From an optimization exercise on the open Yosys and OpenROAD flow, aimed at small area; shortcuts taken in it are not production practice. The RTL was checked by simulation tests, not by an equivalence proof against the original design. The flow treats the clock pin as an ideal source, which a real chip does not have. Power figures rest on the tool's default switching activity, not on a simulated workload.

File: flow/run.sh
#!/bin/bash
# Layout flow: the standard ORFS flow with these changes:
#  - synthesis maps the logic for area (flow/synth.tcl); registers unchanged,
#  - clock tree synthesis without dummy loads and with larger sink clusters,
#  - the smallest buffer on the ports,
#  - cells on paths with slack downsized after clock tree synthesis.
# Each tool's output goes to the ORFS logs under orfs/logs; make's own output
# goes to synth_make.log and flow_make.log in the work folder.
set -euo pipefail
work=$(pwd)
here=$(cd "$(dirname "$0")" && pwd)
export CTS_ARGS="-sink_clustering_enable -repair_clock_nets -dont_use_dummy_load -sink_clustering_size 36 -sink_clustering_max_diameter 80"
export BUFFER_PORTS_ARGS="-buffer_cell sky130_fd_sc_hd__buf_1"
export POST_CTS_TCL="$here/post_cts.tcl"
make -C "$FLOW_HOME" DESIGN_CONFIG="$work/config.mk" WORK_HOME="$work/orfs" \
  CLKGATE_MAP_FILE= SYNTH_SCRIPT="$here/synth.tcl" synth > synth_make.log 2>&1
bash standard.sh finish > flow_make.log 2>&1
File: flow/post_cts.tcl
# Downsize cells wherever the timing slack allows, then legalize again.
estimate_parasitics -placement
repair_timing -recover_power 100
detailed_placement
check_placement -verbose
File: flow/synth.tcl
# The standard synthesis (synth_recipe.tcl), with one change: the logic is
# mapped by ABC with an area-oriented script, and adders are left to ABC
# instead of being mapped to adder cells first.  Registers are untouched.
proc synth {args} { yosys synth -nofsm -noshare {*}$args }
proc abc {args} {
  set out {}
  set skip 0
  foreach a $args {
    if {$skip} { set skip 0; continue }
    if {[lsearch {-script -D -constr} $a] >= 0} { set skip 1; continue }
    lappend out $a
  }
  yosys abc {*}$out -script "+strash;dc2;dch,-f;map,-a;mfs2;strash;dch,-f;map,-a"
}
set ::env(ADDER_MAP_FILE) ""
source $::env(SCRIPTS_DIR)/synth.tcl
# left out here: clear keep_hierarchy, flatten, clean up, hide names made inside functions, write 1_2_yosys.v
File: standard.sh
#!/bin/bash
# synth_recipe.tcl (not shown) runs the flow's synth.tcl, then flattens the netlist and writes it again
# the make line also repeats each setting of config.mk as NAME=value (left out here)
make -C /OpenROAD-flow-scripts/flow DESIGN_CONFIG=/design/flow/config.mk WORK_HOME=/design/flow/orfs CLKGATE_MAP_FILE= SYNTH_SCRIPT=/design/flow/synth_recipe.tcl "${@:-finish}"
File: config.mk
export PLATFORM = sky130hd
export DESIGN_NAME = top
export DESIGN_NICKNAME = top
export VERILOG_FILES = /design/flow/design.v
export SDC_FILE = /design/flow/constraint.sdc
export NUM_CORES = 4
export LEC_CHECK = 0
export CAP_MARGIN = 20
export CORE_MARGIN = 2
export CORE_UTILIZATION = 70
export SLEW_MARGIN = 20
File: constraint.sdc
create_clock -name core_clock -period 30.0 [get_ports {clk}]
set_input_delay 6.0000 -clock core_clock [delete_from_list [all_inputs] [get_ports {clk}]]
set_output_delay 6.0000 -clock core_clock [all_outputs]
set_load 0.01 [all_outputs]
File: design.v
module top(
    input clk,
    input rst,
    input spi_miso,
    output uart_tx,
    output spi_clk,
    output spi_cs,
    output spi_mosi,
    output led_green,
    output led_blue
);
    reg [5:0] p;     
    reg [2:0] s;     
    reg [4:0] u;     
    localparam [5:0] P24 = 6'd48, P49 = 6'd9;    
    localparam [4:0] U12 = 5'd5,  U24 = 5'd20;   
    wire pt   = (p == P49);
    wire rise = pt & (s == 3'd3);               
    wire tick = (p == P24) & (u == U12);        
    wire oclk = s[2];                           
    always @(posedge clk) begin
        if (rst || pt)
            p <= 6'd0;
        else
            p <= {p[4:0], ~(p[5] ^ p[4])};
    end
    always @(posedge clk) begin
        if (rst) begin
            s <= 3'd0;
            u <= 5'd0;
        end else if (pt) begin
            s <= s + 3'd1;
            u <= (u == U24) ? 5'd0 : {u[3:0], ~(u[4] ^ u[2])};
        end
    end
    localparam PRE = 3'b000, INIT1 = 3'b100, INIT2 = 3'b101, GAP = 3'b001,
               READ1 = 3'b110, READ2 = 3'b111, UART = 3'b010;
    reg [2:0] sg;
    reg [4:0] j;
    reg       r1;    
    reg [3:0] b;     
    wire intr      = sg[2];                      
    wire uart      = (sg == UART);
    wire frame_end = tick & (b == 4'd15);
    wire jump      = rise && intr && j == 5'd17;
    wire advance   = (rise && j == 5'd31) ||
                     (jump && sg[0]) ||
                     (uart && frame_end && j == 5'd30);
    always @(posedge clk) begin
        if (rst) begin
            sg <= PRE;
            j <= 5'd30;
        end else begin
            if (jump) begin
                case (sg[1:0])
                    2'b00:   j <= r1 ? 5'd31 : 5'd21;    
                    2'b01:   j <= 5'd11;                 
                    2'b10:   j <= 5'd31;                 
                    default: j <= 5'd28;                 
                endcase
            end else if (uart ? frame_end : rise)
                j <= j + 5'd1;
            if (advance)
                case (sg)
                    PRE:     sg <= INIT1;
                    INIT1:   sg <= INIT2;
                    INIT2:   sg <= GAP;
                    GAP:     sg <= READ1;
                    READ1:   sg <= READ2;
                    READ2:   sg <= UART;
                    default: sg <= PRE;
                endcase
        end
    end
    always @(posedge clk) begin
        if (rst)
            r1 <= 1'b1;
        else if (frame_end && uart && j == 5'd28)
            r1 <= 1'b0;
    end
    wire clr = (sg == PRE) && (j == 5'd30);     
    function [15:0] frame(input [1:0] t);
        case (t)
            2'd0: frame = 16'h3101;
            2'd1: frame = 16'h2D08;
            2'd2: frame = 16'hB200;
            default: frame = 16'hB300;
        endcase
    endfunction
    wire [1:0] tr = sg[1:0];
    reg mosi;
    always @(posedge clk) begin
        if (rst)
            mosi <= 1'b0;
        else if (pt && s == 3'd7 && intr && j <= 5'd15)
            mosi <= frame(tr) >> (5'd15 - j);
    end
    assign spi_mosi = mosi;
    assign spi_cs   = ~(intr && j <= 5'd16);
    assign spi_clk  = ~(intr && j <= 5'd15 && !oclk);
    wire run = r1 | uart;
    always @(posedge clk) begin
        if (rst)
            b <= 4'd0;
        else if (tick) begin
            if (b == 4'd0)
                b <= run ? 4'd6 : 4'd0;
            else
                b <= b + 4'd1;
        end
    end
    reg  txd;            
    reg  nxt;            
    wire data_bit = r1 ? 1'b0 :
                    (j == 5'd28) ? (b[0] & ~b[2]) :      
                    txd;
    assign uart_tx = b[3] ? data_bit : (b != 4'd7);
    always @(posedge clk) begin
        if (tick)
            txd <= nxt;
    end
    reg  [12:0] d;       
    reg  [2:0]  r;       
    reg         pend;    
    reg         blue, green;
    wire bits = rise && j >= 5'd8 && j <= 5'd15;      
    wire rd1  = bits && sg == READ1 && j != 5'd15;    
    wire rd2  = bits && sg == READ2;                  
    wire rdq  = rd2 && j >= 5'd10;                    
    wire post = pt && sg == READ2 && j == 5'd16 && s != 3'd3;  
    wire       dvb = rd2 ? spi_miso : d[12];
    wire [3:0] r4  = {r, dvb};
    wire       qb  = (r4 >= 4'd5);
    wire [3:0] rn  = qb ? r4 - 4'd5 : r4;
    reg  [3:0] ck, cw;
    reg  [1:0] xs;       
    wire xrev  = (xs == 2'd2);
    wire start = (ck == 4'd0) && (cw == 4'd0);
    wire cend  = (cw == 4'd9);
    wire tend  = (ck == 4'd12) && cend;
    always @(posedge clk) begin
        if (rd1)
            d <= {d[11:0], spi_miso};
        else if (rdq || post)
            d <= {d[11:0], qb};
        else if (xrev && cend)
            d <= {d[12], d[12:1]};
    end
    always @(posedge clk) begin
        if (rd2 || post)
            r <= rn[2:0];
        else if (sg != READ2)
            r <= 3'd0;
    end
    always @(posedge clk) begin
        if (rd2 && j == 5'd8)
            pend <= spi_miso;
    end
    reg  [129:0] ring;
    wire rin = xrev ? (cend ? d[0] : ring[128]) : (ring[129] & ~clr);
    always @(posedge clk) begin
        ring <= {ring[128:0], rin};
    end
    always @(posedge clk) begin
        if (rst) begin
            ck <= 4'd0;
            cw <= 4'd0;
            xs <= 2'd0;
        end else begin
            cw <= cend ? 4'd0 : cw + 4'd1;
            if (cend)
                ck <= (ck == 4'd12) ? 4'd0 : ck + 4'd1;
            case (xs)
                2'd0: if (rise && sg == READ2 && j == 5'd16) xs <= 2'd1;
                2'd1: if (tend) xs <= 2'd2;
                2'd2: if (tend) xs <= 2'd3;
                default: xs <= 2'd0;
            endcase
        end
    end
    reg  [4:0] acc;
    always @(posedge clk) begin
        acc <= (cw == 4'd0 ? (ck == 4'd0 ? 5'd0 : {1'b0, acc[4:1]}) : acc) + {4'd0, rin};
    end
    wire [2:0] m   = b[2:0] + 3'd1;
    wire       hi  = (j == 5'd29);
    wire       top = hi && m[2];                       
    wire [3:0] tgt = top ? 4'd0 : {hi, m} + 4'd1;
    always @(posedge clk) begin
        if (cw == 4'd0 && ck == tgt)
            nxt <= top ? acc[m[1:0]] : acc[0];
    end
    reg  ge, gt;
    wire sbit = acc[0];
    always @(posedge clk) begin
        if (xrev && cw == 4'd0 && ck != 4'd0) begin
            case (ck)
                4'd1: begin ge <= 1'b0;       gt <= sbit;        end  
                4'd2: begin ge <= 1'b0;       gt <= gt | sbit;   end  
                4'd3, 4'd4, 4'd5:
                      begin ge <= ge | sbit;  gt <= gt & sbit;   end  
                4'd6: begin ge <= ge & sbit;  gt <= gt | sbit;   end  
                default:
                      begin ge <= ge | sbit;  gt <= gt & sbit;   end  
            endcase
        end else if (xs == 2'd3) begin
            ge <= ge | (acc[3:0] != 4'd0);
            gt <= gt & (acc[3:0] == 4'd15);
        end
    end
    always @(posedge clk) begin
        if (rst) begin
            blue <= 1'b0;
            green <= 1'b0;
        end else if (uart) begin
            blue <= pend;
            if (j == 5'd28 && p != 6'd0)
                green <= ge && !gt;
        end
    end
    assign led_blue  = blue;
    assign led_green = green;
endmodule
==> results.json, run 1 <==
{
  "status": "finished clean",
  "p_int_uw": 360,
  "grt_antenna_before_repair": 0,
  "clock_latency_ps": 530,
  "grt_pass1_wl_um": 20700,
  "cp.arrival_ps": 2100,
  "antenna_cells": 0,
  "syn_avg_cell_area_sq_um": 10.5,
  "powerDensity_nw_per_um2": 70.3,
  "drive_gt1_share_pct": 3.48,
  "port_buffers": 8,
  "synth_xor_area_share_pct": 0.759,
  "cp_slowest_cell": "dfxtp_1",
  "die_area_sq_um": 8980,
  "synthArstFlopShare_pct": 0,
  "synthSimpleGateAreaFrac_pct": 13.1,
  "synth_fa_ha_area_share_pct": 0,
  "period_share_pct": 27.0,
  "hold_class": "reg -> reg",
  "synth_cells": 548,
  "clk_pin_slew_ps": 70,
  "die_h_um": 94.8,
  "synth_ff_type": "dfxtp_1",
  "netSwitchingFraction_pct": 19.4,
  "ys_seq_area_share_pct": 71.7,
  "setup-tns-final_ps": 0,
  "vias": 4048,
  "grtUsageTotal_pct": 31.6,
  "routed_wl_um": 12700,
  "yosysWarnings": 1,
  "synth_top_cell_by_area": "dfxtp_1",
  "first_pass_iters": 6,
  "yosysMostFrequentCell": "dfxtp_1",
  "finClkSkew_ps": 21.5,
  "mappedNetlistArea_sq_um": 5770,
  "synth_edf_count": 21,
  "cts_tree": "yes",
  "vias_per_cell": 5.95,
  "startpoint_type": "flop",
  "fmaxAchievable_mhz": 123,
  "post-synth-top-area-fraction_pct": 60.7,
  "max_cap_viol_count": 0,
  "synth.area.top_cells": "dfxtp_1 61%, edfxtp_1 11%, clkinv_1 4.8%",
  "fin_nets": 580,
  "reg2reg_from": "p[1]",
  "worst_slack_ps": 21900,
  "dpl_worst_slack_ps": 22230,
  "fin_total_pwr_uw": 447,
  "grt_overflow_total": 0,
  "p_sw_uw": 86.5,
  "crit_chain": "clkinv_1 -> nor2_1 -> nand2_1 -> nor2_1 -> o21ai_0 -> o2111ai_1 -> o21ai_0 -> buf_1",
  "synth_top_family_by_area": "simple AND/OR/NAND/NOR gates",
  "reg2reg_to": "d[8]",
  "comb_power_share_pct": 0.9,
  "synth.distinct_cells": 28,
  "end_kind": "primary output",
  "wl_per_cell_um": 18.7,
  "hold_ws_ps": 323,
  "syn-num-nets": 551,
  "worstHoldPathCells": 0,
  "clkPwrFrac_pct": 39.7,
  "gp_congestion": 0.821,
  "clock_sinks": 196,
  "drcViolationCount": 0,
  "vdd_ir_drop_max_uv": 52.3,
  "fillers": 462,
  "setup_violations": 0,
  "reg2regPathDepth": 14,
  "hold_viol": 0,
  "synth_compound_area_share_pct": 9.67,
  "maxSlewHeadroom_pct": 56.1,
  "period_minus_slack_ps": 8100,
  "cp_data_required_time_ps": 24000,
  "row_count": 33,
  "worstPathMaxFanout": 5,
  "first_iter_violations": 411,
  "ant_nets": 0,
  "start_util_pct": 71.3,
  "rsz0062_at_grt": "no",
  "ff2ff_setup_slack_ps": 26290,
  "synth-seq-cells": 196,
  "synthTopCellsByCount": "175 x dfxtp_1, 74 x clkinv_1, 69 x nand2_1",
  "die_w_um": 94.8,
  "core-area_sq_um": 8090,
  "pwr-share-seq_pct": 59.4,
  "grt_pass1_vias": 3989,
  "grt_max_degree": 20,
  "worstHoldStart": "ring[76]",
  "critical_path.max_stage_delay_ps": 360,
  "hold_end": "ring[77]",
  "pin_count": 9,
  "worst_pin_slew_ps": 658,
  "area_delta_synth_final_pct": 10.1,
  "synth_mux_area_share_pct": 0,
  "crit_type": "reg -> out",
  "slew_viol_final": 0,
  "dp_hpwl_um": 7520,
  "fin_util_pct": 78.5,
  "p_leak_uw": 0.00233
}
[routing by layer]
layer  GRT usage (%)  vias to the layer above  routed length (um)
li1                -                     1875                   -
met1            37.9                     1885                5020
met2            50.2                      230                6040
met3            9.90                       58                 950
met4            18.4                        0                 688
met5               0                        -                   0
[worst max-delay path: cells and delay by family, from the launching register on]
kind,cells,cell delay [ps]
compound gates,3,320
buf+inv,2,300
flops,1,360
simple gates,3,600
[final cells by class]
cell class                      instances  area, sq um  area share [%]
Clock buffer                           17          414            6.52
Inverter                               74          278            4.37
Multi-Input combinational cell        278         1360            21.4
Sequential cell                       196         4130            65.1
Tap cell                              105          131            2.07
Timing Repair Buffer                   10         38.8           0.611
[power by group through the flow]
stage               clock, uW  combinational, uW  sequential (uW)
floorplan                   0               2.27              271
global placement            0               3.20              271
detailed placement          0               3.46              271
global route              188               4.28              265
finish                    177               3.82              265
[registers in the layout, indices dropped and copies added, names as in the netlist, 4 cells and up]
register / cells
u: 5
j: 5
ring: 130
ck: 4
acc: 5
b: 4
p: 6
cw: 4
d: 13
[cells in the final DEF (no fill, tap or decap), drive strengths merged, types with 2 or more instances in the layout]
master and instances:
nand2 69, nand3 11, o2111ai 3, o21ai 25, a31oi 6, o221ai 2, nor2 67, xor2 3
o22ai 11, xnor2 2, a21oi 27, clkbuf 20, nor3 20, dfxtp 175, o32ai 2, a211oi 5
edfxtp 21, clkinv 74, a22oi 3, o211ai 2, buf 7, nor4 6, nand4 7
[through the flow]
| stage | instance area (sq um) | std cells |
|---|---|---|
| floorplan | 5770 | 548 |
| global placement | 5940 | 662 |
| detailed placement | 5940 | 662 |
| global route | 6350 | 680 |
| finish | 6350 | 680 |
[worst max-delay path by stage]
stage | startpoint | end | slack, ps | cells after the start
6_report | j[2] | uart_tx | 21900 | 8
5_1_grt | j[2] | uart_tx | 21710 | 8
3_5_place_dp | rst | u[0] | 22230 | 4
3_3_place_gp | rst | u[0] | 22330 | 4
2_1_floorplan | j[2] | uart_tx | 22730 | 7
[logic make-up (layout without fill, tap and decap cells)]
kind of cell              count (synthesis)  after routing
and+or+nand+nor                         181            181
AOI/OAI and AO/OA                        92             92
DFF                                     196            196
buffers and inverters                    74            101
xor gates and xnor gates                  5              5
==> inputs of run 2 (changes only) <==
--- a/flow/run.sh
+++ b/flow/run.sh
@@ -9,7 +9,7 @@
 set -euo pipefail
 work=$(pwd)
 here=$(cd "$(dirname "$0")" && pwd)
-export CTS_ARGS="-sink_clustering_enable -repair_clock_nets -dont_use_dummy_load -sink_clustering_size 36 -sink_clustering_max_diameter 80"
+export CTS_ARGS="-sink_clustering_enable -repair_clock_nets -dont_use_dummy_load -sink_clustering_size 30 -sink_clustering_max_diameter 100"
 export BUFFER_PORTS_ARGS="-buffer_cell sky130_fd_sc_hd__buf_1"
 export POST_CTS_TCL="$here/post_cts.tcl"
 make -C "$FLOW_HOME" DESIGN_CONFIG="$work/config.mk" WORK_HOME="$work/orfs" \
==> run 2 against run 1 <==
Critical path type unchanged. Largest power group unchanged. Largest cell class unchanged. Via count unchanged. Synthesized area is the same. Still clean on timing, DRC and antenna. Cell area unchanged. Die area unchanged.
==> results.json, run 2 <==
{
  "dpl_worst_slack_ps": 22230,
  "grt_antenna_before_repair": 0,
  "vias": 4048,
  "ant_nets": 0,
  "worstPathMaxFanout": 5,
  "powerDensity_nw_per_um2": 70.3,
  "clock_sinks": 196,
  "period_minus_slack_ps": 8100,
  "first_pass_iters": 6,
  "die_w_um": 94.8,
  "synthTopCellsByCount": "175 x dfxtp_1, 74 x clkinv_1, 69 x nand2_1",
  "rsz0062_at_grt": "no",
  "synth.area.top_cells": "dfxtp_1 61%, edfxtp_1 11%, clkinv_1 4.8%",
  "clk_pin_slew_ps": 70,
  "multi_input_area_sq_um": 1360,
  "die_area_sq_um": 8980,
  "slew_viol_final": 0,
  "clock_latency_ps": 530,
  "finClkSkew_ps": 21.5,
  "yosysWarnings": 1,
  "synth_cells": 548,
  "cts_tree": "yes",
  "drive_gt1_share_pct": 3.48,
  "synth-seq-cells": 196,
  "layout.area.seq_sq_um": 4130,
  "vias_per_cell": 5.95,
  "crit_type": "reg -> out",
  "dp_hpwl_um": 7520,
  "first_iter_violations": 411,
  "row_count": 33,
  "dp.cells": 662,
  "cp_data_required_time_ps": 24000,
  "synth_edf_count": 21,
  "largest_reg_flops": 130,
  "grtUsageTotal_pct": 31.6,
  "start_util_pct": 71.3,
  "fillers": 462,
  "routed_wl_um": 12700,
  "fin_util_pct": 78.5,
  "reg2regPathDepth": 14,
  "grt_overflow_total": 0,
  "max_cap_viol_count": 0,
  "post-synth-top-area-fraction_pct": 60.7,
  "grt_max_degree": 20,
  "regMostFlops": "ring",
  "hold_class": "reg -> reg",
  "vdd_ir_drop_max_uv": 52.3,
  "setup-tns-final_ps": 0,
  "startpoint_type": "flop",
  "antenna_cells": 0,
  "synth_top_cell_by_area": "dfxtp_1",
  "layout_commonest_cell": "dfxtp_1",
  "worst_pin_slew_ps": 658,
  "period_share_pct": 27.0,
  "area_delta_synth_final_pct": 10.1,
  "gp_congestion": 0.821,
  "pin_count": 9,
  "p_leak_uw": 0.00233,
  "setup_violations": 0,
  "core-area_sq_um": 8090,
  "finalNonFillerCells": 680,
  "drcViolationCount": 0,
  "synthArstFlopShare_pct": 0,
  "end_kind": "primary output",
  "mappedNetlistArea_sq_um": 5770,
  "cp.arrival_ps": 2100,
  "grt_pass1_vias": 3989,
  "status": "finished clean",
  "hold_ws_ps": 323,
  "grt_pass1_wl_um": 20700,
  "wl_per_cell_um": 18.7,
  "maxSlewHeadroom_pct": 56.1,
  "fin_nets": 580,
  "fmaxAchievable_mhz": 123,
  "die_h_um": 94.8,
  "ys_seq_area_share_pct": 71.7,
  "reg_top3": "ring (130), d (13), p (6)",
  "worst_slack_ps": 21900,
  "syn-num-nets": 551,
  "synth_ff_type": "dfxtp_1",
  "final_cell_mix": "175 x dfxtp_1, 74 x clkinv_1, 69 x nand2_1, 67 x nor2_1, 27 x a21oi_1",
  "port_buffers": 8,
  "hold_viol": 0,
  "synth.distinct_cells": 28,
  "syn_avg_cell_area_sq_um": 10.5,
  "yosysMostFrequentCell": "dfxtp_1",
  "worstHoldPathCells": 0
}
run 2: area by class of cell:
class	instances	area share [%]
Timing Repair Buffer	10	0.611
Inverter	74	4.37
Multi-Input combinational cell	278	21.4
Tap cell	105	2.07
Clock buffer	17	6.52
Sequential cell	196	65.1
run 2: logic make-up after synthesis:
family	count (synthesis)	synth area share, %
and+or+nand+nor	181	13.1
AOI/OAI and AO/OA	92	9.68
DFF	196	71.7
buffers and inverters	74	4.82
xor gates and xnor gates	5	0.759
run 2: worst max-delay path, stage by stage, from the launching register on:
cell       delay, ps
dfxtp_1          360
clkinv_1         160
nor2_1           220
nand2_1          140
nor2_1           240
o21ai_0          130
o2111ai_1         80
o21ai_0          110
buf_1            140
run 2: per-layer routing:
layer	global-route usage, %	wire length, um
met5	0	0
met4	18.4	688
met3	9.90	950
met2	50.2	6040
met1	37.9	5020
run 2: stage by stage:
step | area (sq um) | power, uW
after floorplan | 5770 | 273
after global placement | 5940 | 274
after detailed placement | 5940 | 275
after global routing | 6350 | 458
final | 6350 | 447
run 2: path summary, 6_finish.rpt:
path | start | slack, ps | endpoint
setup reg to reg | p[1] | 26290 | d[8]
hold reg to reg | ring[76] | 320 | ring[77]
setup / recovery | j[2] | 21900 | uart_tx
hold / removal | ring[76] | 320 | ring[77]
run 2: power by group:
group | switching, uW | internal [uW]
clock | 82.8 | 94.6
sequential | 0.694 | 265
combinational | 2.97 | 0.846
total | 86.5 | 360
==> inputs of run 3 (changes only) <==
--- a/flow/run.sh
+++ b/flow/run.sh
@@ -9,7 +9,7 @@
 set -euo pipefail
 work=$(pwd)
 here=$(cd "$(dirname "$0")" && pwd)
-export CTS_ARGS="-sink_clustering_enable -repair_clock_nets -dont_use_dummy_load -sink_clustering_size 30 -sink_clustering_max_diameter 100"
+export CTS_ARGS="-sink_clustering_enable -repair_clock_nets -dont_use_dummy_load -sink_clustering_size 30 -sink_clustering_max_diameter 100 -sink_clustering_levels 2"
 export BUFFER_PORTS_ARGS="-buffer_cell sky130_fd_sc_hd__buf_1"
 export POST_CTS_TCL="$here/post_cts.tcl"
 make -C "$FLOW_HOME" DESIGN_CONFIG="$work/config.mk" WORK_HOME="$work/orfs" \
==> run 3 against run 2 <==
Global-route usage unchanged. Synthesized area unchanged. Utilization unchanged. Sequential power about the same. Non-clock buffer count unchanged. Cell count unchanged. First-iteration DRC count unchanged. Still clean on timing, DRC and antenna. Critical path depth unchanged. Clock skew unchanged. Synthesized cell count unchanged.
==> results.json, run 3 <==
{
  "grt_antenna_before_repair": 0,
  "vdd_ir_drop_max_uv": 52.3,
  "grtUsageTotal_pct": 31.6,
  "reg2reg_to": "d[8]",
  "powerDensity_nw_per_um2": 70.3,
  "setup-tns-final_ps": 0,
  "period_minus_slack_ps": 8100,
  "mappedNetlistArea_sq_um": 5770,
  "finClkSkew_ps": 21.5,
  "regMostFlops": "ring",
  "worstHoldStart": "ring[76]",
  "first_pass_iters": 6,
  "synth_edf_count": 21,
  "worstHoldPathCells": 0,
  "clkPwrFrac_pct": 39.7,
  "die_h_um": 94.8,
  "max_cap_viol_count": 0,
  "layout_commonest_cell": "dfxtp_1",
  "synth.area.top_cells": "dfxtp_1 61%, edfxtp_1 11%, clkinv_1 4.8%",
  "netSwitchingFraction_pct": 19.4,
  "synth-seq-cells": 196,
  "wl_per_cell_um": 18.7,
  "antenna_cells": 0,
  "vias_per_cell": 5.95,
  "drive_gt1_share_pct": 3.48,
  "synth.distinct_cells": 28,
  "core-area_sq_um": 8090,
  "syn-num-nets": 551,
  "p_leak_uw": 0.00233,
  "worst_pin_slew_ps": 658,
  "area_delta_synth_final_pct": 10.1,
  "yosysWarnings": 1,
  "synthTopCellsByCount": "175 x dfxtp_1, 74 x clkinv_1, 69 x nand2_1",
  "ant_nets": 0,
  "synth_ff_type": "dfxtp_1",
  "hold_end": "ring[77]",
  "gp_congestion": 0.821,
  "multi_input_area_sq_um": 1360,
  "reg2regPathDepth": 14,
  "final_cell_mix": "175 x dfxtp_1, 74 x clkinv_1, 69 x nand2_1, 67 x nor2_1, 27 x a21oi_1",
  "grt_max_degree": 20,
  "worstPathMaxFanout": 5,
  "maxSlewHeadroom_pct": 56.1,
  "rsz0062_at_grt": "no",
  "grt_pass1_wl_um": 20700,
  "fin_nets": 580,
  "synth_cells": 548,
  "routed_wl_um": 12700,
  "first_iter_violations": 411,
  "crit_type": "reg -> out",
  "ff2ff_setup_slack_ps": 26290,
  "period_share_pct": 27.0,
  "pwr-share-seq_pct": 59.4,
  "hold_class": "reg -> reg",
  "row_count": 33,
  "cp.arrival_ps": 2100,
  "grt_pass1_vias": 3989,
  "largest_reg_flops": 130,
  "vias": 4048,
  "fmaxAchievable_mhz": 123,
  "p_int_uw": 360,
  "fillers": 462,
  "ys_seq_area_share_pct": 71.7,
  "drcViolationCount": 0,
  "end_kind": "primary output",
  "setup_violations": 0,
  "pin_count": 9,
  "start_util_pct": 71.3,
  "comb_power_share_pct": 0.9,
  "clk_pin_slew_ps": 70,
  "die_w_um": 94.8,
  "yosysMostFrequentCell": "dfxtp_1",
  "cp_data_required_time_ps": 24000,
  "die_area_sq_um": 8980,
  "reg_top3": "ring (130), d (13), p (6)",
  "synth_top_cell_by_area": "dfxtp_1",
  "startpoint_type": "flop",
  "synthArstFlopShare_pct": 0,
  "dp_hpwl_um": 7520,
  "slew_viol_final": 0,
  "hold_viol": 0,
  "clock_latency_ps": 530,
  "layout.area.seq_sq_um": 4130,
  "fin_util_pct": 78.5,
  "status": "finished clean",
  "grt_overflow_total": 0,
  "p_sw_uw": 86.5,
  "post-synth-top-area-fraction_pct": 60.7,
  "syn_avg_cell_area_sq_um": 10.5,
  "reg2reg_from": "p[1]",
  "cts_tree": "yes",
  "clock_sinks": 196,
  "port_buffers": 8
}
## run 3: cell counts in the layout (fill, tap and decap cells not counted)
No cell type changed its count.
## run 3: logic make-up after synthesis
group / synth area share [%]
compound gates: 9.68
simple gates: 13.1
flops: 71.7
xor+xnor: 0.759
buf+inv: 4.82
## run 3: area by class of cell
cell class / count / share of cell area (%)
clock buffer: 17 / 6.52
inverter: 74 / 4.37
multi-input combinational: 278 / 21.4
sequential: 196 / 65.1
tap: 105 / 2.07
timing repair buffer: 10 / 0.611
## run 3: critical path, cell delays in order, from the launching register on
cell	delay (ps)
dfxtp_1	360
clkinv_1	160
nor2_1	220
nand2_1	140
nor2_1	240
o21ai_0	130
o2111ai_1	80
o21ai_0	110
buf_1	140
## run 3: worst max path at each step
stage                     start       to  slack (ps)  cells past startpoint
after global placement      rst     u[0]       22330                      4
final                      j[2]  uart_tx       21900                      8
after floorplan            j[2]  uart_tx       22730                      7
after detailed placement    rst     u[0]       22230                      4
after global routing       j[2]  uart_tx       21710                      8
## run 3: per-stage QoR
stage | power [uW] | hold WS [ps] | instance area (sq um) | cells | setup WS (ps)
6_report | 447 | 323 | 6350 | 680 | 21900
5_1_grt | 458 | 326 | 6350 | 680 | 21710
3_5_place_dp | 275 | 312 | 5940 | 662 | 22230
3_3_place_gp | 274 | 311 | 5940 | 662 | 22330
2_1_floorplan | 273 | 310 | 5770 | 548 | 22730
## run 3: per-layer routing
layer  part of all wire (%)  vias up  GRT usage (%)
li1                       -     1875              -
met1                     39     1885           37.9
met2                     48      230           50.2
met3                    7.5       58           9.90
met4                    5.4        0           18.4
met5                      0        -              0
## run 3: power by group through the flow
stage                     Clock, uW  Combinational, uW  Sequential [uW]
after global routing            188               4.28              265
after detailed placement          0               3.46              271
after global placement            0               3.20              271
final                           177               3.82              265
after floorplan                   0               2.27              271
==> inputs of run 4 (changes only) <==
--- a/flow/run.sh
+++ b/flow/run.sh
@@ -9,7 +9,7 @@
 set -euo pipefail
 work=$(pwd)
 here=$(cd "$(dirname "$0")" && pwd)
-export CTS_ARGS="-sink_clustering_enable -repair_clock_nets -dont_use_dummy_load -sink_clustering_size 30 -sink_clustering_max_diameter 100 -sink_clustering_levels 2"
+export CTS_ARGS="-sink_clustering_enable -repair_clock_nets -dont_use_dummy_load -sink_clustering_size 30 -sink_clustering_max_diameter 100 -sink_clustering_levels 1"
 export BUFFER_PORTS_ARGS="-buffer_cell sky130_fd_sc_hd__buf_1"
 export POST_CTS_TCL="$here/post_cts.tcl"
 make -C "$FLOW_HOME" DESIGN_CONFIG="$work/config.mk" WORK_HOME="$work/orfs" \
==> run 4 against run 3 <==
Still clean on timing, DRC and antenna. Hold slack is the same. Clock power hardly changed. Clock skew unchanged. Fmax stayed put. Count of clock-buffer cells in the layout unchanged. Register-to-register slack about the same.
==> results.json, run 4 <==
{
  "first_pass_iters": 6,
  "wl_per_cell_um": 18.7,
  "regMostFlops": "ring",
  "mappedNetlistArea_sq_um": 5770,
  "dp_hpwl_um": 7520,
  "max_cap_viol_count": 0,
  "period_minus_slack_ps": 8100,
  "largest_reg_flops": 130,
  "routed_wl_um": 12700,
  "clock_sinks": 196,
  "synth_top_family_by_area": "simple AND/OR/NAND/NOR gates",
  "yosysMostFrequentCell": "dfxtp_1",
  "start_util_pct": 71.3,
  "cp_data_required_time_ps": 24000,
  "reg_top3": "ring (130), d (13), p (6)",
  "synthTopCellsByCount": "175 x dfxtp_1, 74 x clkinv_1, 69 x nand2_1",
  "die_area_sq_um": 8980,
  "port_buffers": 8,
  "antenna_cells": 0,
  "fin_nets": 580,
  "end_kind": "primary output",
  "slew_viol_final": 0,
  "status": "finished clean",
  "synth.distinct_cells": 28,
  "worstPathMaxFanout": 5,
  "ys_seq_area_share_pct": 71.7,
  "drive_gt1_share_pct": 3.48,
  "fillers": 462,
  "row_count": 33,
  "synth_cells": 548,
  "hold_viol": 0,
  "clock_latency_ps": 530,
  "synthArstFlopShare_pct": 0,
  "period_share_pct": 27.0,
  "dpl_worst_slack_ps": 22230,
  "gp_congestion": 0.821,
  "worst_slack_ps": 21900,
  "pin_count": 9,
  "synth_compound_area_share_pct": 9.67,
  "grt_max_degree": 20,
  "cp.arrival_ps": 2100,
  "maxSlewHeadroom_pct": 56.1,
  "layout_commonest_cell": "dfxtp_1",
  "die_w_um": 94.8,
  "core-area_sq_um": 8090,
  "first_iter_violations": 411,
  "p_leak_uw": 0.00233,
  "synth_xor_area_share_pct": 0.759,
  "grtUsageTotal_pct": 31.6,
  "startpoint_type": "flop",
  "die_h_um": 94.8,
  "synthSimpleGateAreaFrac_pct": 13.1,
  "synth_edf_count": 21,
  "crit_type": "reg -> out",
  "vias_per_cell": 5.95,
  "vdd_ir_drop_max_uv": 52.3,
  "vias": 4048,
  "synth_top_cell_by_area": "dfxtp_1",
  "drcViolationCount": 0,
  "final_cell_mix": "175 x dfxtp_1, 74 x clkinv_1, 69 x nand2_1, 67 x nor2_1, 27 x a21oi_1",
  "grt_pass1_vias": 3989,
  "rsz0062_at_grt": "no",
  "grt_pass1_wl_um": 20700,
  "setup-tns-final_ps": 0,
  "syn-num-nets": 551,
  "syn_avg_cell_area_sq_um": 10.5,
  "synth-seq-cells": 196,
  "fmaxAchievable_mhz": 123,
  "hold_class": "reg -> reg",
  "ant_nets": 0,
  "powerDensity_nw_per_um2": 70.3,
  "synth_ff_type": "dfxtp_1",
  "finClkSkew_ps": 21.5,
  "grt_overflow_total": 0,
  "post-synth-top-area-fraction_pct": 60.7,
  "cts_tree": "yes",
  "worst_pin_slew_ps": 658,
  "synth_mux_area_share_pct": 0,
  "clk_pin_slew_ps": 70,
  "yosysWarnings": 1,
  "grt_antenna_before_repair": 0,
  "synth_fa_ha_area_share_pct": 0,
  "area_delta_synth_final_pct": 10.1,
  "synth.area.top_cells": "dfxtp_1 61%, edfxtp_1 11%, clkinv_1 4.8%",
  "setup_violations": 0
}
run 4: cell counts after synthesis:
No cell type changed its count.
run 4: logic make-up after synthesis:
kind of cell	count (synthesis)
XOR/XNOR	5
flip-flops	196
AND/OR/NAND/NOR	181
AO/OA/AOI/OAI	92
buffers and inverters	74
run 4: path summary, 6_finish.rpt:
kind | from | to | slack, ps | cells past startpoint
max | j[2] | uart_tx | 21900 | 8
min | ring[76] | ring[77] | 320 | 0
max reg2reg | p[1] | d[8] | 26290 | 14
min reg2reg | ring[76] | ring[77] | 320 | 0
run 4: where the power goes:
| part | leakage, uW | total (uW) | internal, uW | switching [uW] |
|---|---|---|---|---|
| combinational | 0.000522 | 3.82 | 0.846 | 2.97 |
| clock | 0.000204 | 177 | 94.6 | 82.8 |
| sequential | 0.00161 | 265 | 265 | 0.694 |
run 4: layer usage:
layer / track usage (%) / vias to the layer above / part of all wire (%)
met5: 0 / - / 0
met4: 18.4 / 0 / 5.4
met3: 9.90 / 58 / 7.5
met2: 50.2 / 230 / 48
met1: 37.9 / 1885 / 39
li1: - / 1875 / -
run 4: area by class of cell:
cell class,instances,area [sq um],share of cell area [%]
multi-input cells,278,1360,21.4
flip-flops and latches,196,4130,65.1
clock buffers,17,414,6.52
repair buffers,10,38.8,0.611
well taps,105,131,2.07
inverters,74,278,4.37
run 4: worst max-delay path, cell delays in order (launching register included):
cell       delay (ps)
dfxtp_1           360
clkinv_1          160
nor2_1            220
nand2_1           140
nor2_1            240
o21ai_0           130
o2111ai_1          80
o21ai_0           110
buf_1             140
run 4: through the flow:
step                      hold slack, ps  utilization (%)  instances  cell area [sq um]  total power [uW]
after floorplan                      310                -        548               5770               273
final                                323             78.5        680               6350               447
after global placement               311             73.4        662               5940               274
after detailed placement             312             73.4        662               5940               275
after global routing                 326             78.5        680               6350               458
==> inputs of run 5 (changes only) <==
--- a/flow/run.sh
+++ b/flow/run.sh
@@ -9,7 +9,7 @@
 set -euo pipefail
 work=$(pwd)
 here=$(cd "$(dirname "$0")" && pwd)
-export CTS_ARGS="-sink_clustering_enable -repair_clock_nets -dont_use_dummy_load -sink_clustering_size 30 -sink_clustering_max_diameter 100 -sink_clustering_levels 1"
+export CTS_ARGS="-sink_clustering_enable -repair_clock_nets -dont_use_dummy_load -sink_clustering_size 30 -sink_clustering_max_diameter 100 -buf_list sky130_fd_sc_hd__clkbuf_8"
 export BUFFER_PORTS_ARGS="-buffer_cell sky130_fd_sc_hd__buf_1"
 export POST_CTS_TCL="$here/post_cts.tcl"
 make -C "$FLOW_HOME" DESIGN_CONFIG="$work/config.mk" WORK_HOME="$work/orfs" \
==> run 5 against run 4 <==
Critical endpoint unchanged. Sequential power is essentially flat. Global-route usage fell by 3.5 points. Sequential share of layout area increased by 2.0 points. Clock power decreased by 29%.
==> results.json, run 5 <==
{
  "pin_count": 9,
  "p_int_uw": 316,
  "grt_antenna_before_repair": 0,
  "reg2regPathDepth": 14,
  "post-synth-top-area-fraction_pct": 60.7,
  "worstHoldPathCells": 0,
  "placed_area_sq_um": 5940,
  "setup_violations": 0,
  "period_minus_slack_ps": 8010,
  "layout_commonest_cell": "dfxtp_1",
  "hold_viol": 0,
  "syn_avg_cell_area_sq_um": 10.5,
  "synthTopCellsByCount": "175 x dfxtp_1, 74 x clkinv_1, 69 x nand2_1",
  "fin_nets": 579,
  "synth.distinct_cells": 28,
  "grtUsageTotal_pct": 28.1,
  "setup-tns-final_ps": 0,
  "area_delta_synth_final_pct": 6.92,
  "drcViolationCount": 0,
  "slew_viol_final": 0,
  "cp_data_required_time_ps": 24000,
  "first_iter_violations": 353,
  "synth_edf_count": 21,
  "yosysMostFrequentCell": "dfxtp_1",
  "synth_cells": 548,
  "drive_gt1_share_pct": 3.31,
  "vias": 3853,
  "grt_pass1_vias": 3749,
  "largest_reg_flops": 130,
  "regMostFlops": "ring",
  "crit_path_start": "j[2]",
  "mappedNetlistArea_sq_um": 5770,
  "routed_wl_um": 11400,
  "vdd_ir_drop_max_uv": 58.9,
  "wl_per_cell_um": 16.8,
  "clk_pin_slew_ps": 100,
  "startpoint_type": "flop",
  "finClkSkew_ps": 27.3,
  "pwr-share-seq_pct": 67.1,
  "die_area_sq_um": 8980,
  "synthArstFlopShare_pct": 0,
  "die_w_um": 94.8,
  "core-area_sq_um": 8090,
  "gp_congestion": 0.821,
  "first_pass_iters": 6,
  "reg2reg_to": "d[8]",
  "antenna_cells": 0,
  "p_leak_uw": 0.00225,
  "clkPwrFrac_pct": 31.9,
  "die_h_um": 94.8,
  "clock_latency_ps": 440,
  "ff2ff_setup_slack_ps": 26280,
  "yosysWarnings": 1,
  "p_sw_uw": 79.2,
  "dp_hpwl_um": 7520,
  "grt_pass1_wl_um": 18700,
  "netSwitchingFraction_pct": 20.1,
  "grt_max_degree": 20,
  "powerDensity_nw_per_um2": 64.0,
  "worstPathMaxFanout": 5,
  "endpoint": "uart_tx",
  "cp.arrival_ps": 2010,
  "cts_tree": "yes",
  "port_buffers": 8,
  "maxSlewHeadroom_pct": 22.5,
  "grt_overflow_total": 0,
  "period_share_pct": 26.7,
  "max_cap_viol_count": 0,
  "synth.area.top_cells": "dfxtp_1 61%, edfxtp_1 11%, clkinv_1 4.8%",
  "synth_ff_type": "dfxtp_1",
  "worst_pin_slew_ps": 1150,
  "row_count": 33,
  "crit_type": "reg -> out",
  "clock_sinks": 196,
  "comb_power_share_pct": 0.9,
  "fin_area_sq_um": 6170,
  "rsz0062_at_grt": "no",
  "synth-seq-cells": 196,
  "status": "finished clean",
  "vias_per_cell": 5.67,
  "final_cell_mix": "175 x dfxtp_1, 74 x clkinv_1, 69 x nand2_1, 67 x nor2_1, 27 x a21oi_1",
  "reg_top3": "ring (130), d (13), p (6)",
  "syn-num-nets": 551,
  "ant_nets": 0,
  "ys_seq_area_share_pct": 71.7,
  "hold_class": "reg -> reg",
  "fmaxAchievable_mhz": 125,
  "synth_top_cell_by_area": "dfxtp_1",
  "end_kind": "primary output",
  "reg2reg_from": "p[1]",
  "start_util_pct": 71.3
}
## run 5: cell counts after synthesis
No cell type changed its count.
## run 5: power by group through the flow
stage               logic [uW]  clock network (uW)  registers [uW]
floorplan                 2.27                   0             271
global placement          3.20                   0             271
detailed placement        3.46                   0             271
global route              4.10                 135             265
finish                    3.65                 126             265
## run 5: worst min path at each step
stage	from	end
global route	ring[15]	ring[16]
global placement	ring[68]	ring[69]
finish	ring[76]	ring[77]
floorplan	ring[99]	ring[100]
detailed placement	ring[48]	ring[49]
## run 5: cell families (layout without fill, tap and decap cells)
kind of cell           Yosys count  after routing  share of synthesized area, %
flip-flops                     196            196                          71.7
buffers and inverters           74            100                          4.82
AO/OA/AOI/OAI                   92             92                          9.68
XOR/XNOR                         5              5                         0.759
AND/OR/NAND/NOR                181            181                          13.1
## run 5: final cells by class
cell class                      count  area (sq um)
Sequential cell                   196          4130
Fill cell                         525          1930
Multi-Input combinational cell    278          1360
Inverter                           74           278
Clock buffer                       17           234
Tap cell                          105           131
Timing Repair Buffer                9          33.8
## run 5: per-stage QoR
step / util, % / power (uW) / instances / worst slack [ps] / hold slack, ps
after floorplan: - / 273 / 548 / 22730 / 310
after global placement: 73.4 / 274 / 662 / 22330 / 311
after detailed placement: 73.4 / 275 / 662 / 22230 / 312
after global routing: 76.2 / 405 / 679 / 21790 / 321
final: 76.2 / 395 / 679 / 21990 / 321
## run 5: worst max-delay path, cell delays in order (launching register included)
cell and delay [ps]:
dfxtp_1 360, clkinv_1 160, nor2_1 220, nand2_1 140
nor2_1 240, o21ai_0 130, o2111ai_1 90, o21ai_0 110
buf_1 140
## run 5: metal layers
layer,vias up,global-route usage (%),wire [um]
li1,1868,-,-
met1,1810,35.9,5120
met2,140,45.6,5440
met3,35,7.90,579
met4,0,11.1,292
met5,-,0,0
==> inputs of run 6 (changes only) <==
--- a/flow/run.sh
+++ b/flow/run.sh
@@ -9,7 +9,7 @@
 set -euo pipefail
 work=$(pwd)
 here=$(cd "$(dirname "$0")" && pwd)
-export CTS_ARGS="-sink_clustering_enable -repair_clock_nets -dont_use_dummy_load -sink_clustering_size 30 -sink_clustering_max_diameter 100 -buf_list sky130_fd_sc_hd__clkbuf_8"
+export CTS_ARGS="-sink_clustering_enable -repair_clock_nets -dont_use_dummy_load -buf_list sky130_fd_sc_hd__clkbuf_8"
 export BUFFER_PORTS_ARGS="-buffer_cell sky130_fd_sc_hd__buf_1"
 export POST_CTS_TCL="$here/post_cts.tcl"
 make -C "$FLOW_HOME" DESIGN_CONFIG="$work/config.mk" WORK_HOME="$work/orfs" \
==> run 6 against run 5 <==
Worst setup slack stayed put. Cell count stayed put. Total power stayed put. Critical path type unchanged. Critical endpoint unchanged. Largest power group unchanged.
==> results.json, run 6 <==
{
  "yosysMostFrequentCell": "dfxtp_1",
  "status": "finished clean",
  "synth_xor_area_share_pct": 0.759,
  "synth.area.top_cells": "dfxtp_1 61%, edfxtp_1 11%, clkinv_1 4.8%",
  "layout_commonest_cell": "dfxtp_1",
  "worstHoldPathCells": 0,
  "max_cap_viol_count": 0,
  "first_iter_violations": 353,
  "reg2reg_to": "d[8]",
  "die_area_sq_um": 8980,
  "powerDensity_nw_per_um2": 64.0,
  "rsz0062_at_grt": "no",
  "period_minus_slack_ps": 8010,
  "cts_tree": "yes",
  "cp_data_required_time_ps": 24000,
  "synth_fa_ha_area_share_pct": 0,
  "grt_antenna_before_repair": 0,
  "clk_pin_slew_ps": 100,
  "setup_violations": 0,
  "synth.distinct_cells": 28,
  "crit_type": "reg -> out",
  "fin_nets": 579,
  "hold_class": "reg -> reg",
  "placed_area_sq_um": 5940,
  "gp_congestion": 0.821,
  "mappedNetlistArea_sq_um": 5770,
  "die_w_um": 94.8,
  "first_pass_iters": 6,
  "syn_avg_cell_area_sq_um": 10.5,
  "synth_compound_area_share_pct": 9.67,
  "wl_per_cell_um": 16.8,
  "reg2reg_from": "p[1]",
  "syn-num-nets": 551,
  "row_count": 33,
  "drive_gt1_share_pct": 3.31,
  "ff2ff_setup_slack_ps": 26280,
  "pin_count": 9,
  "vias": 3853,
  "fmaxAchievable_mhz": 125,
  "cp.arrival_ps": 2010,
  "ys_seq_area_share_pct": 71.7,
  "vdd_ir_drop_max_uv": 58.9,
  "finalNonFillerCells": 679,
  "hold_viol": 0,
  "synth_top_family_by_area": "simple AND/OR/NAND/NOR gates",
  "worstPathMaxFanout": 5,
  "maxSlewHeadroom_pct": 22.5,
  "hold_end": "ring[77]",
  "worst_pin_slew_ps": 1150,
  "synthArstFlopShare_pct": 0,
  "startpoint_type": "flop",
  "port_buffers": 8,
  "die_h_um": 94.8,
  "dp.cells": 662,
  "yosysWarnings": 1,
  "end_kind": "primary output",
  "grtUsageTotal_pct": 28.1,
  "grt_max_degree": 20,
  "synthSimpleGateAreaFrac_pct": 13.1,
  "post-synth-top-area-fraction_pct": 60.7,
  "ant_nets": 0,
  "reg_top3": "ring (130), d (13), p (6)",
  "slew_viol_final": 0,
  "synth_ff_type": "dfxtp_1",
  "drcViolationCount": 0,
  "finClkSkew_ps": 27.3,
  "synthTopCellsByCount": "175 x dfxtp_1, 74 x clkinv_1, 69 x nand2_1",
  "reg2regPathDepth": 14,
  "grt_pass1_wl_um": 18700,
  "vias_per_cell": 5.67,
  "dp_hpwl_um": 7520,
  "routed_wl_um": 11400,
  "synth-seq-cells": 196,
  "antenna_cells": 0,
  "p_leak_uw": 0.00225,
  "clock_latency_ps": 440,
  "synth_mux_area_share_pct": 0,
  "grt_pass1_vias": 3749,
  "synth_top_cell_by_area": "dfxtp_1",
  "start_util_pct": 71.3,
  "regMostFlops": "ring",
  "core-area_sq_um": 8090,
  "largest_reg_flops": 130,
  "area_delta_synth_final_pct": 6.92,
  "period_share_pct": 26.7,
  "fin_area_sq_um": 6170,
  "synth_edf_count": 21,
  "setup-tns-final_ps": 0,
  "worstHoldStart": "ring[76]",
  "synth_cells": 548,
  "final_cell_mix": "175 x dfxtp_1, 74 x clkinv_1, 69 x nand2_1, 67 x nor2_1, 27 x a21oi_1",
  "grt_overflow_total": 0,
  "clock_sinks": 196
}
==> run 6: cell counts in the layout (fill, tap and decap cells not counted) <==
Identical to the previous run, type by type.
==> run 6: worst max-delay path, cell delays in order, from the launching register on <==
cell,delay (ps)
dfxtp_1,360
clkinv_1,160
nor2_1,220
nand2_1,140
nor2_1,240
o21ai_0,130
o2111ai_1,90
o21ai_0,110
buf_1,140
==> run 6: metal layers <==
metal  global-route usage, %  part of all wire, %  up-vias
met1                    35.9                   45     1810
met4                    11.1                  2.6        0
met5                       0                    0        -
met3                    7.90                  5.1       35
li1                        -                    -     1868
met2                    45.6                   48      140
==> run 6: where the power goes <==
group	switching (uW)	internal [uW]
clock network	75.8	50.3
registers	0.628	265
logic	2.81	0.847
==> run 6: stage by stage <==
step	hold slack, ps	util, %	setup WS [ps]	total power (uW)
3_5_place_dp	312	73.4	22230	275
2_1_floorplan	310	-	22730	273
3_3_place_gp	311	73.4	22330	274
6_report	321	76.2	21990	395
5_1_grt	321	76.2	21790	405
==> run 6: cell type report <==
class,instances,area (sq um)
multi-input combinational,278,1360
tap,105,131
fill,525,1930
clock buffer,17,234
timing repair buffer,9,33.8
inverter,74,278
sequential,196,4130
==> run 6: worst max path at each step <==
stage                     endpoint  cells after the start  start
after floorplan            uart_tx                      7   j[2]
after global placement        u[0]                      4    rst
after detailed placement      u[0]                      4    rst
after global routing       uart_tx                      8   j[2]
final                      uart_tx                      8   j[2]
==> run 6: cell families after synthesis <==
family | Yosys count
compound gates | 92
xor+xnor | 5
buf+inv | 74
flops | 196
simple gates | 181
==> inputs of run 7 (changes only) <==
--- a/flow/run.sh
+++ b/flow/run.sh
@@ -9,7 +9,7 @@
 set -euo pipefail
 work=$(pwd)
 here=$(cd "$(dirname "$0")" && pwd)
-export CTS_ARGS="-sink_clustering_enable -repair_clock_nets -dont_use_dummy_load -buf_list sky130_fd_sc_hd__clkbuf_8"
+export CTS_ARGS="-sink_clustering_enable -repair_clock_nets -dont_use_dummy_load -sink_clustering_size 30 -sink_clustering_max_diameter 100 -buf_list {sky130_fd_sc_hd__clkbuf_4 sky130_fd_sc_hd__clkbuf_8}"
 export BUFFER_PORTS_ARGS="-buffer_cell sky130_fd_sc_hd__buf_1"
 export POST_CTS_TCL="$here/post_cts.tcl"
 make -C "$FLOW_HOME" DESIGN_CONFIG="$work/config.mk" WORK_HOME="$work/orfs" \
==> run 7 against run 6 <==
Hold slack stayed put. Count of clock-buffer cells in the layout unchanged. Cell count did not move. Via count unchanged. Utilization did not move. Fmax unchanged. Flip-flop and latch count did not move. Global-route usage did not move. Non-clock buffer count stayed put. Die area unchanged. Critical path depth stayed put. Clock skew is the same. Largest cell class unchanged.
==> results.json, run 7 <==
{
  "status": "finished clean",
  "synth_ff_type": "dfxtp_1",
  "clock_latency_ps": 440,
  "layout_commonest_cell": "dfxtp_1",
  "hold_class": "reg -> reg",
  "routed_wl_um": 11400,
  "yosysMostFrequentCell": "dfxtp_1",
  "hold_ws_ps": 321,
  "comb_power_share_pct": 0.9,
  "dp.cells": 662,
  "rsz0062_at_grt": "no",
  "pwr-share-seq_pct": 67.1,
  "p_leak_uw": 0.00225,
  "synthTopCellsByCount": "175 x dfxtp_1, 74 x clkinv_1, 69 x nand2_1",
  "synth.area.top_cells": "dfxtp_1 61%, edfxtp_1 11%, clkinv_1 4.8%",
  "cp.arrival_ps": 2010,
  "syn-num-nets": 551,
  "vias_per_cell": 5.67,
  "fin_nets": 579,
  "grtUsageTotal_pct": 28.1,
  "worstPathMaxFanout": 5,
  "drcViolationCount": 0,
  "period_share_pct": 26.7,
  "hold_viol": 0,
  "row_count": 33,
  "grt_pass1_wl_um": 18700,
  "layout.area.seq_sq_um": 4130,
  "die_w_um": 94.8,
  "gp_congestion": 0.821,
  "fmaxAchievable_mhz": 125,
  "port_buffers": 8,
  "start_util_pct": 71.3,
  "final_cell_mix": "175 x dfxtp_1, 74 x clkinv_1, 69 x nand2_1, 67 x nor2_1, 27 x a21oi_1",
  "setup-tns-final_ps": 0,
  "slew_viol_final": 0,
  "clock_sinks": 196,
  "pin_count": 9,
  "grt_antenna_before_repair": 0,
  "first_pass_iters": 6,
  "max_cap_viol_count": 0,
  "antenna_cells": 0,
  "placed_area_sq_um": 5940,
  "drive_gt1_share_pct": 3.31,
  "finClkSkew_ps": 27.3,
  "cp_data_required_time_ps": 24000,
  "ys_seq_area_share_pct": 71.7,
  "reg_top3": "ring (130), d (13), p (6)",
  "synth-seq-cells": 196,
  "regMostFlops": "ring",
  "die_area_sq_um": 8980,
  "setup_violations": 0,
  "synth_edf_count": 21,
  "fillers": 525,
  "syn_avg_cell_area_sq_um": 10.5,
  "finalNonFillerCells": 679,
  "maxSlewHeadroom_pct": 22.5,
  "multi_input_area_sq_um": 1360,
  "synth.distinct_cells": 28,
  "area_delta_synth_final_pct": 6.92,
  "synth_top_cell_by_area": "dfxtp_1",
  "vdd_ir_drop_max_uv": 58.9,
  "startpoint_type": "flop",
  "die_h_um": 94.8,
  "grt_max_degree": 20,
  "clkPwrFrac_pct": 31.9,
  "fin_area_sq_um": 6170,
  "core-area_sq_um": 8090,
  "grt_pass1_vias": 3749,
  "p_sw_uw": 79.2,
  "mappedNetlistArea_sq_um": 5770,
  "largest_reg_flops": 130,
  "period_minus_slack_ps": 8010,
  "dp_hpwl_um": 7520,
  "vias": 3853,
  "ff2ff_setup_slack_ps": 26280,
  "yosysWarnings": 1,
  "synthArstFlopShare_pct": 0,
  "netSwitchingFraction_pct": 20.1,
  "grt_overflow_total": 0,
  "end_kind": "primary output",
  "powerDensity_nw_per_um2": 64.0,
  "p_int_uw": 316,
  "synth_cells": 548,
  "worst_pin_slew_ps": 1150,
  "cts_tree": "yes",
  "post-synth-top-area-fraction_pct": 60.7,
  "clk_pin_slew_ps": 100,
  "wl_per_cell_um": 16.8,
  "crit_type": "reg -> out",
  "ant_nets": 0,
  "first_iter_violations": 353
}
## run 7: layout make-up
| type | instances | area share [%] |
|---|---|---|
| clock buffer | 17 | 3.79 |
| inverter | 74 | 4.50 |
| multi-input combinational | 278 | 22.0 |
| sequential | 196 | 67.0 |
| tap | 105 | 2.13 |
| timing repair buffer | 9 | 0.548 |
## run 7: kinds of logic after synthesis
family / count (synthesis) / share of synthesized area [%]
buffers and inverters: 74 / 4.82
AO/OA/AOI/OAI: 92 / 9.68
flip-flops: 196 / 71.7
XOR/XNOR: 5 / 0.759
AND/OR/NAND/NOR: 181 / 13.1
## run 7: metal layers
metal	up-vias	GRT usage [%]	wire length, um	part of all wire [%]
met5	-	0	0	0
met4	0	11.1	292	2.6
met3	35	7.90	579	5.1
met2	140	45.6	5440	48
met1	1810	35.9	5120	45
li1	1868	-	-	-
## run 7: power by group through the flow
| stage | logic [uW] | registers, uW | clock network, uW |
|---|---|---|---|
| after global routing | 4.10 | 265 | 135 |
| after global placement | 3.20 | 271 | 0 |
| after detailed placement | 3.46 | 271 | 0 |
| after floorplan | 2.27 | 271 | 0 |
| final | 3.65 | 265 | 126 |
## run 7: worst paths after layout
path | startpoint | to | depth (start not counted)
setup / recovery | j[2] | uart_tx | 8
hold / removal | ring[76] | ring[77] | 0
setup reg to reg | p[1] | d[8] | 14
hold reg to reg | ring[76] | ring[77] | 0
## run 7: through the flow
stage	setup WS (ps)	total power, uW	utilization [%]
2_1_floorplan	22730	273	-
5_1_grt	21790	405	76.2
3_5_place_dp	22230	275	73.4
3_3_place_gp	22330	274	73.4
6_report	21990	395	76.2
## run 7: critical path, stage by stage (launching register included)
cell,delay (ps)
dfxtp_1,360
clkinv_1,160
nor2_1,220
nand2_1,140
nor2_1,240
o21ai_0,130
o2111ai_1,90
o21ai_0,110
buf_1,140
==> inputs of run 8 (changes only) <==
--- a/flow/run.sh
+++ b/flow/run.sh
@@ -9,7 +9,7 @@
 set -euo pipefail
 work=$(pwd)
 here=$(cd "$(dirname "$0")" && pwd)
-export CTS_ARGS="-sink_clustering_enable -repair_clock_nets -dont_use_dummy_load -sink_clustering_size 30 -sink_clustering_max_diameter 100 -buf_list {sky130_fd_sc_hd__clkbuf_4 sky130_fd_sc_hd__clkbuf_8}"
+export CTS_ARGS="-sink_clustering_enable -repair_clock_nets -dont_use_dummy_load -buf_list {sky130_fd_sc_hd__clkbuf_4 sky130_fd_sc_hd__clkbuf_8} -sink_buffer_max_cap_derate 1.0"
 export BUFFER_PORTS_ARGS="-buffer_cell sky130_fd_sc_hd__buf_1"
 export POST_CTS_TCL="$here/post_cts.tcl"
 make -C "$FLOW_HOME" DESIGN_CONFIG="$work/config.mk" WORK_HOME="$work/orfs" \
==> run 8 against run 7 <==
Sequential share of layout area rose by 0.068 points. First-iteration DRC count fell by 32%. Non-clock buffer count is the same. Wire length is 0.84% lower. Register-to-register slack hardly changed. Total power down 0.81%. Hold slack improved by 1.2 ps. Critical path type unchanged. Critical endpoint unchanged. Largest power group unchanged. Highest routed layer unchanged.
==> results.json, run 8 <==
{
  "area_delta_synth_final_pct": 6.81,
  "setup-tns-final_ps": 0,
  "yosysMostFrequentCell": "dfxtp_1",
  "pin_count": 9,
  "synth_cells": 548,
  "fin_nets": 579,
  "critical_path.max_stage_delay_ps": 360,
  "worst_slack_ps": 21850,
  "synthArstFlopShare_pct": 0,
  "die_area_sq_um": 8980,
  "die_w_um": 94.8,
  "clock_latency_ps": 580,
  "layout_commonest_cell": "dfxtp_1",
  "cp_top_family": "simple AND/OR/NAND/NOR gates",
  "max_cap_viol_count": 0,
  "hold_class": "reg -> reg",
  "multi_input_area_sq_um": 1360,
  "vdd_ir_drop_max_uv": 58.6,
  "dpl_worst_slack_ps": 22230,
  "ant_nets": 0,
  "ys_seq_area_share_pct": 71.7,
  "grt_pass1_wl_um": 18900,
  "p_leak_uw": 0.00224,
  "antenna_cells": 0,
  "fin_util_pct": 76.1,
  "status": "finished clean",
  "crit_buf_inv": 2,
  "wl_per_cell_um": 16.7,
  "synth_top_cell_by_area": "dfxtp_1",
  "synth.area.top_cells": "dfxtp_1 61%, edfxtp_1 11%, clkinv_1 4.8%",
  "layout.area.seq_sq_um": 4130,
  "rsz0062_at_grt": "no",
  "grt_pass1_vias": 3810,
  "worstPathMaxFanout": 5,
  "reg2regPathDepth": 14,
  "crit_chain": "clkinv_1 -> nor2_1 -> nand2_1 -> nor2_1 -> o21ai_0 -> o2111ai_1 -> o21ai_0 -> buf_1",
  "grt_overflow_total": 0,
  "reg_top3": "ring (130), d (13), p (6)",
  "synth_ff_type": "dfxtp_1",
  "yosysWarnings": 1,
  "cp_slowest_cell": "dfxtp_1",
  "fmaxAchievable_mhz": 123,
  "mappedNetlistArea_sq_um": 5770,
  "powerDensity_nw_per_um2": 63.6,
  "start_util_pct": 71.3,
  "period_share_pct": 27.2,
  "regMostFlops": "ring",
  "period_minus_slack_ps": 8150,
  "startpoint_type": "flop",
  "grt_max_degree": 20,
  "finClkSkew_ps": 29.5,
  "setup_violations": 0,
  "fillers": 527,
  "synth-seq-cells": 196,
  "first_pass_iters": 6,
  "dp_hpwl_um": 7520,
  "clock_sinks": 196,
  "maxSlewHeadroom_pct": 26.2,
  "clk_pin_slew_ps": 90,
  "synth_edf_count": 21,
  "end_kind": "primary output",
  "largest_reg_flops": 130,
  "cp.arrival_ps": 2150,
  "slew_viol_final": 0,
  "synth.distinct_cells": 28,
  "post-synth-top-area-fraction_pct": 60.7,
  "cp.depth": 8,
  "synthTopCellsByCount": "175 x dfxtp_1, 74 x clkinv_1, 69 x nand2_1",
  "vias_per_cell": 5.65,
  "worst_pin_slew_ps": 1100,
  "cp_data_required_time_ps": 24000,
  "routed_wl_um": 11300,
  "vias": 3838,
  "grt_antenna_before_repair": 0,
  "syn-num-nets": 551,
  "core-area_sq_um": 8090,
  "crit_type": "reg -> out",
  "row_count": 33,
  "die_h_um": 94.8,
  "port_buffers": 8,
  "drive_gt1_share_pct": 3.31,
  "grtUsageTotal_pct": 28.3,
  "first_iter_violations": 240,
  "syn_avg_cell_area_sq_um": 10.5,
  "cts_tree": "yes",
  "hold_viol": 0,
  "final_cell_mix": "175 x dfxtp_1, 74 x clkinv_1, 69 x nand2_1, 67 x nor2_1, 27 x a21oi_1",
  "gp_congestion": 0.821,
  "drcViolationCount": 0,
  "worstHoldPathCells": 0
}
## run 8: logic make-up (layout without fill, tap and decap cells)
group	count (synthesis)	count (layout)	synth area share [%]
xor+xnor	5	5	0.759
buf+inv	74	100	4.82
flops	196	196	71.7
simple gates	181	181	13.1
compound gates	92	92	9.68
## run 8: worst paths after layout
path | from | endpoint | slack (ps)
min | ring[44] | ring[45] | 320
min reg2reg | ring[44] | ring[45] | 320
max reg2reg | p[1] | d[8] | 26270
max | j[2] | uart_tx | 21850
## run 8: layout make-up
| type | count | area share (%) |
|---|---|---|
| clock buffer | 17 | 3.70 |
| inverter | 74 | 4.51 |
| tap | 105 | 2.13 |
| timing repair buffer | 9 | 0.548 |
| multi-input combinational | 278 | 22.0 |
| sequential | 196 | 67.1 |
## run 8: power breakdown
| part | internal (uW) | leakage, uW | switching [uW] |
|---|---|---|---|
| clock | 48.3 | 0.000120 | 74.6 |
| combinational | 0.848 | 0.000517 | 2.82 |
| sequential | 265 | 0.00161 | 0.621 |
| total | 314 | 0.00224 | 78.0 |
## run 8: routing by layer
metal  global-route usage, %  up-vias  wire, um  share of wire [%]
met1                    35.9     1791      4960                 44
li1                        -     1871         -                  -
met2                    44.9      141      5370                 47
met5                       0        -         0                  0
met4                    13.9        0       357                3.1
met3                    7.90       35       643                5.7
## run 8: per-stage QoR
stage | area (sq um) | instances | total power, uW | hold slack (ps)
floorplan | 5770 | 548 | 273 | 310
global placement | 5940 | 662 | 274 | 311
detailed placement | 5940 | 662 | 275 | 312
global route | 6160 | 679 | 403 | 323
finish | 6160 | 679 | 392 | 323
==> inputs of run 9 (changes only) <==
--- a/flow/run.sh
+++ b/flow/run.sh
@@ -1,7 +1,7 @@
 #!/bin/bash
 # Layout flow: the standard ORFS flow with these changes:
 #  - synthesis maps the logic for area (flow/synth.tcl); registers unchanged,
-#  - clock tree synthesis without dummy loads and with larger sink clusters,
+#  - clock tree synthesis without dummy loads and with smaller clock buffers,
 #  - the smallest buffer on the ports,
 #  - cells on paths with slack downsized after clock tree synthesis.
 # Each tool's output goes to the ORFS logs under orfs/logs; make's own output
==> run 9 against run 8 <==
Worst setup slack unchanged. Synthesized cell count unchanged. Wire length is the same. Largest cell class unchanged. Fmax unchanged. Hold slack unchanged. Non-clock buffer count did not move. Cell area did not move. Sequential share of layout area is the same. Global-route usage did not move. Die area is the same.
==> results.json, run 9 <==
{
  "finClkSkew_ps": 29.5,
  "crit_type": "reg -> out",
  "layout_commonest_cell": "dfxtp_1",
  "clkPwrFrac_pct": 31.4,
  "die_w_um": 94.8,
  "startpoint_type": "flop",
  "core-area_sq_um": 8090,
  "cp_slowest_cell": "dfxtp_1",
  "first_pass_iters": 6,
  "rsz0062_at_grt": "no",
  "routed_wl_um": 11300,
  "reg_top3": "ring (130), d (13), p (6)",
  "cts_tree": "yes",
  "synthArstFlopShare_pct": 0,
  "p_sw_uw": 78.0,
  "cp.arrival_ps": 2150,
  "regMostFlops": "ring",
  "clk_pin_slew_ps": 90,
  "p_int_uw": 314,
  "reg2regPathDepth": 14,
  "drcViolationCount": 0,
  "die_h_um": 94.8,
  "synth_ff_type": "dfxtp_1",
  "vias": 3838,
  "slew_viol_final": 0,
  "status": "finished clean",
  "first_iter_violations": 240,
  "post-synth-top-area-fraction_pct": 60.7,
  "synth_edf_count": 21,
  "crit_chain": "clkinv_1 -> nor2_1 -> nand2_1 -> nor2_1 -> o21ai_0 -> o2111ai_1 -> o21ai_0 -> buf_1",
  "area_delta_synth_final_pct": 6.81,
  "port_buffers": 8,
  "powerDensity_nw_per_um2": 63.6,
  "synth_cells": 548,
  "vdd_ir_drop_max_uv": 58.6,
  "worst_pin_slew_ps": 1100,
  "drive_gt1_share_pct": 3.31,
  "syn-num-nets": 551,
  "max_cap_viol_count": 0,
  "hold_class": "reg -> reg",
  "cp_data_required_time_ps": 24000,
  "synth.area.top_cells": "dfxtp_1 61%, edfxtp_1 11%, clkinv_1 4.8%",
  "fin_nets": 579,
  "vias_per_cell": 5.65,
  "grt_pass1_vias": 3810,
  "antenna_cells": 0,
  "grt_pass1_wl_um": 18900,
  "clock_sinks": 196,
  "start_util_pct": 71.3,
  "critical_path.max_stage_delay_ps": 360,
  "comb_power_share_pct": 0.9,
  "synth_top_cell_by_area": "dfxtp_1",
  "fillers": 527,
  "setup_violations": 0,
  "worst_slack_ps": 21850,
  "grtUsageTotal_pct": 28.3,
  "grt_max_degree": 20,
  "grt_antenna_before_repair": 0,
  "row_count": 33,
  "synthTopCellsByCount": "175 x dfxtp_1, 74 x clkinv_1, 69 x nand2_1",
  "syn_avg_cell_area_sq_um": 10.5,
  "fmaxAchievable_mhz": 123,
  "hold_viol": 0,
  "maxSlewHeadroom_pct": 26.2,
  "worstPathMaxFanout": 5,
  "setup-tns-final_ps": 0,
  "synth.distinct_cells": 28,
  "grt_overflow_total": 0,
  "period_minus_slack_ps": 8150,
  "synth-seq-cells": 196,
  "p_leak_uw": 0.00224,
  "dpl_worst_slack_ps": 22230,
  "netSwitchingFraction_pct": 19.9,
  "largest_reg_flops": 130,
  "clock_latency_ps": 580,
  "die_area_sq_um": 8980,
  "ant_nets": 0,
  "dp_hpwl_um": 7520,
  "wl_per_cell_um": 16.7,
  "mappedNetlistArea_sq_um": 5770,
  "end_kind": "primary output",
  "yosysWarnings": 1,
  "gp_congestion": 0.821,
  "final_cell_mix": "175 x dfxtp_1, 74 x clkinv_1, 69 x nand2_1, 67 x nor2_1, 27 x a21oi_1",
  "pwr-share-seq_pct": 67.7,
  "yosysMostFrequentCell": "dfxtp_1",
  "ys_seq_area_share_pct": 71.7,
  "pin_count": 9,
  "period_share_pct": 27.2,
  "worstHoldPathCells": 0
}
run 9: path summary, 6_finish.rpt:
check	from	slack [ps]	endpoint
max reg2reg	p[1]	26270	d[8]
min	ring[44]	320	ring[45]
min reg2reg	ring[44]	320	ring[45]
max	j[2]	21850	uart_tx
run 9: power groups by stage:
stage          Sequential [uW]  Combinational [uW]  Clock (uW)
2_1_floorplan              271                2.27           0
3_3_place_gp               271                3.20           0
3_5_place_dp               271                3.46           0
5_1_grt                    265                4.10         133
6_report                   265                3.67         123
run 9: final cells by class:
cell class	instances	area, sq um	share of cell area (%)
clock buffers	17	228	3.70
repair buffers	9	33.8	0.548
flip-flops and latches	196	4130	67.1
well taps	105	131	2.13
multi-input cells	278	1360	22.0
inverters	74	278	4.51
run 9: cell families (layout without fill, tap and decap cells):
kind of cell | after synthesis | after routing | synth area share, %
AO/OA/AOI/OAI | 92 | 92 | 9.68
XOR/XNOR | 5 | 5 | 0.759
buffers and inverters | 74 | 100 | 4.82
flip-flops | 196 | 196 | 71.7
AND/OR/NAND/NOR | 181 | 181 | 13.1
run 9: critical path, delay by kind of cell, from the launching register on:
kind                   cells  cell delay [ps]
buffers and inverters      2              300
DFF                        1              360
AOI/OAI and AO/OA          3              320
and+or+nand+nor            3              610
run 9: stage by stage:
step / util [%] / hold WS (ps) / total power (uW) / cell area, sq um / std cells
after floorplan: - / 310 / 273 / 5770 / 548
after global placement: 73.4 / 311 / 274 / 5940 / 662
after detailed placement: 73.4 / 312 / 275 / 5940 / 662
after global routing: 76.1 / 323 / 403 / 6160 / 679
final: 76.1 / 323 / 392 / 6160 / 679
run 9: per-layer routing:
metal	track usage, %	vias to the layer above	share of wire [%]
li1	-	1871	-
met1	35.9	1791	44
met2	44.9	141	47
met3	7.90	35	5.7
met4	13.9	0	3.1
met5	0	-	0

Setup slack of run 9, layout unchanged: 21.853 ns with ideal ports, 21.823 ns with driving cells assumed (clock clkbuf_16, inputs buf_2), 22.166 ns with port delays also shifted by the 0.597 ns mid clock arrival.
